This is an optimization exercise on Yosys and OpenROAD, whose aim is small area, not a production implementation.
Only simulation tests tie the RTL to the original design; equivalence was not proved.

==> module ALU, before the edit <==
module ALU (
    input  logic clk,
    input  logic rst_n,
    input  logic [5:0] alu_op,
    input  logic word,
    input  logic [15:0] a,
    input  logic [15:0] b,
    input  logic cf_in,
    input  logic [4:0] shift_cnt,
    output logic [15:0] result
);
    genvar k;
    logic       x0a, nsh, divm, mulm, narith0, cin0, selx, selq, hold, ror;
    logic [3:0] pa, pb, lut;
    ALU_dec u_dec (
        .alu_op(alu_op), .shift_cnt(shift_cnt), .rst_n(rst_n), .cf_in(cf_in),
        .x0a(x0a), .nsh(nsh), .pa(pa), .pb(pb), .divm(divm), .mulm(mulm),
        .narith0(narith0), .cin0(cin0), .lut(lut), .selx(selx), .selq(selq),
        .hold(hold), .ror(ror)
    );
    logic [15:0] bs, y, yn;
    generate
        for (k = 0; k < 16; k++) begin : g_y
            ALU_bs  u_bs (.b(b[k]), .nsh(nsh), .pa(pa[k % 4]), .pb(pb[k / 4]), .bs(bs[k]));
            ALU_yb  u_yb (.a(a[k]), .bs(bs[k]), .lut(lut), .y(y[k]));
            ALU_inv u_yn (.a(y[k]), .y(yn[k]));
        end
    endgenerate
    logic [16:0] hz;           
    assign hz[0] = divm;
    logic [15:0] x0;
    generate
        for (k = 0; k < 16; k++) begin : g_x0
            if (((15 - k) & 1) == 1) begin : g_n
                ALU_nand2 u_x0 (.a(a[k]), .b(x0a), .y(x0[k]));
            end else begin : g_p
                ALU_and2 u_x0 (.a(a[k]), .b(x0a), .y(x0[k]));
            end
        end
    endgenerate
    logic [15:0] xo [0:15];    
    logic [15:0] q;
    generate
        for (k = 15; k >= 0; k--) begin : g_row
            localparam int W = 16 - k;
            localparam logic P = 1'((15 - k) & 1);
            logic [W-1:0] xi, yi;
            logic [W:0]   c;
            logic         sel, nsel;
            if (k == 15) begin : g_first
                assign xi = x0[15];
            end else begin : g_next
                assign xi = {xo[k+1][15:k+1], x0[k]};
            end
            assign yi   = P ? yn[W-1:0] : y[W-1:0];
            assign c[0] = ((k == 0) ? cin0 : divm) ^ P;
            if (P) begin : g_ctl_n
                logic nma;
                if (k == 0) begin : g_h0
                    ALU_inv u_hz (.a(divm), .y(hz[k+1]));
                end else begin : g_h
                    ALU_nand2 u_hz (.a(hz[k]), .b(y[16-k]), .y(hz[k+1]));
                end
                ALU_nand2 u_ma (.a(mulm), .b(a[k]), .y(nma));
                if (k == 0) begin : g_s0
                    ALU_o211a u_s (.a1(c[W]), .a2(hz[k+1]), .b1(nma), .c1(narith0), .x(nsel));
                end else begin : g_s
                    ALU_o21a u_s (.a1(c[W]), .a2(hz[k+1]), .b1(nma), .x(nsel));
                end
                ALU_inv u_sel (.a(nsel), .y(sel));
            end else begin : g_ctl_p
                ALU_nor2 u_hz (.a(hz[k]), .b(yn[16-k]), .y(hz[k+1]));
                ALU_a22o u_s (.a1(mulm), .a2(a[k]), .b1(c[W]), .b2(hz[k+1]), .x(sel));
                ALU_inv u_nsel (.a(sel), .y(nsel));
            end
            assign q[k] = sel;
            for (genvar j = 0; j < W; j++) begin : g_bit
                logic s;
                ALU_fa u_fa (.x(xi[j]), .y(yi[j]), .ci(c[j]), .s(s), .co(c[j+1]));
                ALU_mx u_mx (.s(s), .x(xi[j]), .sel(sel), .nsel(nsel), .xo_n(xo[k][k+j]));
            end
            if (k > 0) begin : g_lo
                assign xo[k][k-1:0] = '0;
            end
        end
    endgenerate
    logic [15:0] d;
    generate
        for (k = 0; k < 16; k++) begin : g_ob
            logic dk;
            ALU_ob u_ob (
                .x(xo[0][k]), .selx(selx), .q(q[k]), .selq(selq),
                .r(result[k]), .hold(hold), .d(dk)
            );
            if (k == 15) begin : g_ror
                ALU_a21o u_e (.a1(ror), .a2(a[0]), .b1(dk), .x(d[k]));
            end else begin : g_plain
                assign d[k] = dk;
            end
        end
    endgenerate
    always_ff @(posedge clk)
        result <= d;
endmodule
clock: 100.0 ns
lec_check: 0
cap_margin: 0
core_margin: 2
core_utilization: 60
cts_buf_list: sky130_fd_sc_hd__clkbuf_4
cts_cluster_size: 30
slew_margin: 0
synth_hierarchical: 1
synth_minimum_keep_size: 0
standard.sh (not shown) runs the stock make flow with config.mk's settings and CLKGATE_MAP_FILE= SYNTH_SCRIPT=/design/flow/synth_recipe.tcl, a recipe that flattens the netlist after the stock synthesis.
==> flow/flow/run.sh <==
#!/bin/bash
# The standard layout (the standard.sh, unchanged synthesis), with the
# port buffers made from the smallest buffer cell instead of the default pick.
set -euo pipefail
export BUFFER_PORTS_ARGS="-buffer_cell sky130_fd_sc_hd__buf_1"
bash standard.sh > standard.log 2>&1
Then changed:
--- a/flow/design.v
+++ b/flow/design.v
@@ -62,12 +62,20 @@
     input  logic a2,
     input  logic b1,
     output logic x
 );
     assign x = (a1 | a2) & b1;
 endmodule
+module ALU_o21ai (
+    input  logic a1,
+    input  logic a2,
+    input  logic b1,
+    output logic y
+);
+    assign y = ~((a1 | a2) & b1);
+endmodule
 module ALU_o211a (
     input  logic a1,
     input  logic a2,
     input  logic b1,
     input  logic c1,
     output logic x
@@ -673,16 +681,17 @@
                 end else begin : g_h
                     ALU_nand2 u_hz (.a(hz[k]), .b(y[16-k]), .y(hz[k+1]));
                 end
                 ALU_nand2 u_ma (.a(mulm), .b(a[k]), .y(nma));
                 if (k == 0) begin : g_s0
                     ALU_o211a u_s (.a1(c[W]), .a2(hz[k+1]), .b1(nma), .c1(narith0), .x(nsel));
+                    ALU_inv u_sel (.a(nsel), .y(sel));
                 end else begin : g_s
-                    ALU_o21a u_s (.a1(c[W]), .a2(hz[k+1]), .b1(nma), .x(nsel));
+                    ALU_o21ai u_s (.a1(c[W]), .a2(hz[k+1]), .b1(nma), .y(sel));
+                    ALU_inv u_nsel (.a(sel), .y(nsel));
                 end
-                ALU_inv u_sel (.a(nsel), .y(sel));
             end else begin : g_ctl_p
                 ALU_nor2 u_hz (.a(hz[k]), .b(yn[16-k]), .y(hz[k+1]));
                 ALU_a22o u_s (.a1(mulm), .a2(a[k]), .b1(c[W]), .b2(hz[k+1]), .x(sel));
                 ALU_inv u_nsel (.a(sel), .y(nsel));
             end
             assign q[k] = sel;
What happened: Routed wire length fell slightly. Fmax rose slightly. Clock-buffer cell count stays the same. Synthesized area fell slightly. Clock skew does not change. Non-clock buffer count rose by 1. Sequential cell count is unchanged. Final area is about the same. First-iteration DRC count fell by about a fifth.

separate check: timing with driven ports:
No port has a modelled driver above. Below, the same layouts with a new extraction and two added sets of constraints.
Step 1, drivers: a clkbuf_16 drives clk and a buf_2 each remaining input, both assumed.
Step 2 also shifts input and output timing later by t, the mid clock arrival at the registers, as if the neighbouring blocks saw the same clock.
Three values: ideal ports, drivers, drivers and shift; two values: the first two.
| run | shift t [ns] | slack for setup (ns) | worst setup path at the end | cell pins on the clock port's net |
|---|---|---|---|---|
| the first run | 0.311 | 11.712 / 11.712 / 11.401 | input to register | 1 |
| the second run | 0.315 | 12.221 / 12.221 / 11.906 | input to register | 1 |
After both steps every run listed still meets setup and hold. The setup slack of the second run, which loses most, moves by 0.000 ns with the drivers and by -0.315 ns with both steps.
